This design comes from an exercise in tuning for small area on the open sky130 flow, not from production work.
In this exercise RTL edits were held to simulation tests only and were not proved equivalent to the original.
The flow treats the clock pin as an ideal source. Dropping or thinning the clock tree relies on that and would not hold on a real chip.
Power and IR drop assume default switching activity.

== the reference run ==
==> flow/design.v (excerpt) <==
module hdmi_tmds_audio(
	input				clk_pixel,
	input				sys_nrst,
	input	[31 : 0]	hdmi_aud,
	output	[29:0]		tmds
);
==> flow/config.mk <==
export PLATFORM = sky130hd
export DESIGN_NAME = hdmi_tmds_audio
export DESIGN_NICKNAME = hdmi_tmds_audio
export VERILOG_FILES = /design/flow/design.v
export SDC_FILE = /design/flow/constraint.sdc
export NUM_CORES = 4
export LEC_CHECK = 0
export CAP_MARGIN = 20
export CORE_MARGIN = 2
export CORE_UTILIZATION = 40
export SLEW_MARGIN = 20
==> flow/constraint.sdc <==
create_clock -name core_clock -period 6.7 [get_ports {clk_pixel}]
set_input_delay 1.3400 -clock core_clock [delete_from_list [all_inputs] [get_ports {clk_pixel}]]
set_output_delay 1.3400 -clock core_clock [all_outputs]
set_load 0.01 [all_outputs]
standard.sh (not shown) runs the stock make flow with config.mk's settings and CLKGATE_MAP_FILE= SYNTH_SCRIPT=/design/flow/synth_recipe.tcl, a recipe that flattens the netlist after the stock synthesis.
==> flow/flow/run.sh <==
#!/bin/bash
# Own layout flow:
#  1. the standard synthesis (standard.sh synth);
#  2. the combinational logic of that netlist re-mapped by ABC with a stronger
#     script (flow/resynth.tcl, flow/resynth.abc); the flip-flops stay the
#     standard synthesis's instances, names and cell types;
#  3. the standard layout from floorplan to finish on the re-mapped
#     netlist, with two changes: the clock tree is built by flow/mycts.tcl
#     (port -> one root buffer -> 8 leaf buffers) instead of TritonCTS, and
#     the port buffers are buf_1.
# Each tool's full output goes to a log_*.log file in the work folder.
set -euo pipefail
here=$(pwd)
res=$here/orfs/results/$FLOW_PLATFORM/hdmi_tmds_audio/base
yosys_bin=$FLOW_HOME/../tools/install/yosys/bin/yosys
lib=$FLOW_HOME/platforms/$FLOW_PLATFORM/lib/sky130_fd_sc_hd__tt_025C_1v80.lib

bash standard.sh synth > $here/log_1_standard_synth.log 2>&1

cp $res/1_2_yosys.v $here/std_synth.v
LIB=$lib IN_V=$here/std_synth.v OUT_V=$here/resynth.v TOP=$FLOW_TOP \
  ABC_SCRIPT=$here/flow/resynth.abc DELAY_PS=$(awk "BEGIN{print int($FLOW_PERIOD_NS*1000)}") \
  $yosys_bin -c $here/flow/resynth.tcl > $here/log_2_resynth.log 2>&1
cp $here/resynth.v $res/1_2_yosys.v
rm -f $res/1_synth.odb $res/1_synth.sdc

# own clock tree (flow/mycts.tcl); the smallest buffer on the ports
bash standard.sh \
  "PRE_CTS_TCL=$here/flow/mycts.tcl" \
  "BUFFER_PORTS_ARGS=-buffer_cell sky130_fd_sc_hd__buf_1" \
  finish > $here/log_3_standard_layout.log 2>&1
Other scripts of this flow, unchanged in this note and not shown: flow/flow/mycts.tcl, flow/flow/mytree.tcl, flow/flow/resynth.abc, flow/flow/resynth.tcl
Modified inputs, the trial run compared to the reference run
--- a/flow/design.v
+++ b/flow/design.v
@@ -42,33 +42,33 @@
 	localparam [31:0] ACR_HBCH = {ecc24(ACR_HDR), ACR_HDR};
 	localparam [23:0] ASP_HDR = 24'h000F02;
 	localparam [31:0] ASP_HBCH = {ecc24(ASP_HDR), ASP_HDR};
 	localparam [7:0] ASP_HB = ecc24(24'h100000);
 	localparam [7:0] K_L = ecc56(56'd3 << 50);
 	localparam [7:0] K_R = ecc56(56'd3 << 54);
 	function automatic [7:0] ecc_step2;
 		input [7:0] e;
 		input b0;
 		input b1;
 		ecc_step2 = ecc_step(ecc_step(e, b0), b1);
 	endfunction
-	function automatic [11:0] lfsr12;
+	function automatic [10:0] lfsr11;
 		input integer n;
 		integer k;
-		reg [11:0] s;
-		begin
-			s = 12'd0;
+		reg [10:0] s;
+		begin
+			s = 11'd0;
 			for (k = 0; k < n; k = k + 1)
-				s = {s[10:0], ~(s[11] ^ s[5] ^ s[3] ^ s[0])};
-			lfsr12 = s;
+				s = {s[9:0], ~(s[10] ^ s[8])};
+			lfsr11 = s;
 		end
 	endfunction
 	function automatic [5:0] lfsr6;
 		input integer n;
 		integer k;
 		reg [5:0] s;
 		begin
 			s = 6'd0;
 			for (k = 0; k < n; k = k + 1)
 				s = {s[4:0], ~(s[5] ^ s[4])};
 			lfsr6 = s;
 		end
@@ -87,33 +87,34 @@
 				py <= (py == 11'd1124) ? 11'd0 : py + 11'd1;
 		end
 	wire active_line = py < 11'd1080;
 	wire pre_line = active_line || (py == 11'd1124);
 	wire v_data = active_line && (qx < 12'd1920 + XO);
 	wire v_guard = pre_line && (qx >= 12'd2198 + XO);
 	wire v_pre = pre_line && (qx >= 12'd2190 + XO) && (qx < 12'd2198 + XO);
 	wire di_pre = (qx >= 12'd1920 + XO) && (qx < 12'd1928 + XO);
 	wire di_guard = ((qx >= 12'd1928 + XO) && (qx < 12'd1930 + XO)) || ((qx >= 12'd2154 + XO) && (qx < 12'd2156 + XO));
 	wire island = (qx >= 12'd1930 + XO) && (qx < 12'd2154 + XO);
 	wire hsync = (qx >= 12'd2007 + XO) && (qx < 12'd2051 + XO);
 	wire vsync = ((py == 11'd1084) && (qx >= 12'd2007 + XO)) || ((py >= 11'd1085) && (py <= 11'd1088)) || ((py == 11'd1089) && (qx < 12'd2007 + XO));
-	localparam [11:0] SC_END = lfsr12(3093);
-	reg [11:0] sc;
+	localparam [10:0] SC_END = lfsr11(1546);
+	reg [10:0] sc;
 	reg [15:0] smp;
-	wire smp_take = sc == SC_END;
-	always @(posedge clk_pixel)
-		if (rst || smp_take)
-			sc <= 12'd0;
+	wire sc_wrap = sc == SC_END;
+	wire smp_take = sc_wrap && qx[0];
+	always @(posedge clk_pixel)
+		if (rst || sc_wrap)
+			sc <= 11'd0;
 		else
-			sc <= {sc[10:0], ~(sc[11] ^ sc[5] ^ sc[3] ^ sc[0])};
+			sc <= {sc[9:0], ~(sc[10] ^ sc[8])};
 	always @(posedge clk_pixel)
 		if (rst)
 			smp <= 16'd0;
 		else if (smp_take)
 			smp <= hdmi_aud[31:16];
 	wire [4:0] c = qx[4:0];                
 	wire slot_last = c == 5'd31;
 	wire slot_start = slot_last && (qx >= 12'd1929 + XO) && (qx < 12'd2153 + XO);
 	wire slot_end = slot_last && (qx >= 12'd1961 + XO) && (qx <= 12'd2153 + XO);
 	reg [2:0] ac;
 	reg acr_pend;
 	reg slot_acr;
@@ -136,26 +137,26 @@
 		if (rst || (slot_end && !slot_acr && fq == FQ_END))
 			fq <= 6'd0;
 		else if (slot_end && !slot_acr)
 			fq <= {fq[4:0], ~(fq[5] ^ fq[4])};
 	reg [15:0] smp_old;
 	reg sw1, sw3;                           
 	always @(posedge clk_pixel) begin
 		if (c == 5'd3 + XO[4:0])
 			smp_old <= {smp[11:0], smp[15:12]};
 		else
 			smp_old <= {smp_old[1:0], smp_old[15:2]};
 		if (slot_last) begin
-			sw1 <= sc == lfsr12(5);
-			sw3 <= (sc == lfsr12(5)) || (sc == lfsr12(3));
+			sw1 <= sc == lfsr11(5);
+			sw3 <= (sc == lfsr11(5)) || (sc == lfsr11(3));
 		end
 	end
 	wire samp_ph = (c[4:3] == 2'b10) || ((c[4] == 1'b0) && ((c[3:2] == 2'b01) || (c[3:2] == 2'b10)));
 	wire par_lo = c[4:2] == 3'b001 || c[4:2] == 3'b010;    
 	wire par_ph = (c == 5'd25) || (c == 5'd27);
 	wire ecc_ph = c[4:2] == 3'b111;
 	wire [2:0] bi = {c[2] ^ !c[4], c[1:0]};
 	wire [1:0] b_old = c[4] ? smp_old[9:8] : smp_old[1:0];
 	wire [1:0] b_new = {smp[{bi, 1'b1}], smp[{bi, 1'b0}]};
 	reg [7:0] e_old, e_new;
 	reg p_old, p_new;
 	wire [1:0] s_old = samp_ph ? b_old : {par_ph & p_old, 1'b0};
==> run notes <==
Die height ended up 0.36 um lower on the trial run than on the reference run.
Measured against each other, the trial run and the reference run differ in fraction of power consumed by the clock network, the higher figure coming from the reference run.
For combinational power, dividing the value from the trial run by the value from the reference run gives 0.930.
Compared with the reference run, the trial run shows a register area that is 0.87% lower.
The final cell count without fillers of the trial run and that of the reference run are within noise of each other.
Delta (the trial run minus the reference run): switching power shrank by 6.9%, total wire length after detailed routing has remained practically unchanged.
The number of sequential storage elements of the trial run is lower than that of the reference run.
No run of this note takes its clock network from TritonCTS; it comes from the design's own scripts or RTL.

[re-timing with driven ports]
How much do the figures lean on ideal ports? The routed layouts below were timed once more, with nothing changed but the port constraints. Step 1 (the two cells are an assumption about what drives the block):
set clk [get_ports {clk_pixel}]
set_driving_cell -lib_cell sky130_fd_sc_hd__clkbuf_16 $clk
set_driving_cell -lib_cell sky130_fd_sc_hd__buf_2 [delete_from_list [all_inputs] $clk]
Step 2 moves the port delays by t, midway between the first and last clock arrival at a register: inputs arrive t later, outputs are due t later. That takes back most of the time a late clock gives input paths. Slacks: no drivers / after step 1 / after step 2; pairs: no drivers / after step 1.
run | t, ns | setup WS [ns] | slew at the worst register clock pin (ns)
the reference run | 0.410 | 2.412 / 2.381 / 2.791 | 0.10 / 0.10
the trial run | 0.399 | 2.590 / 2.561 / 2.959 | 0.09 / 0.09
After both steps every run listed still meets setup and hold.
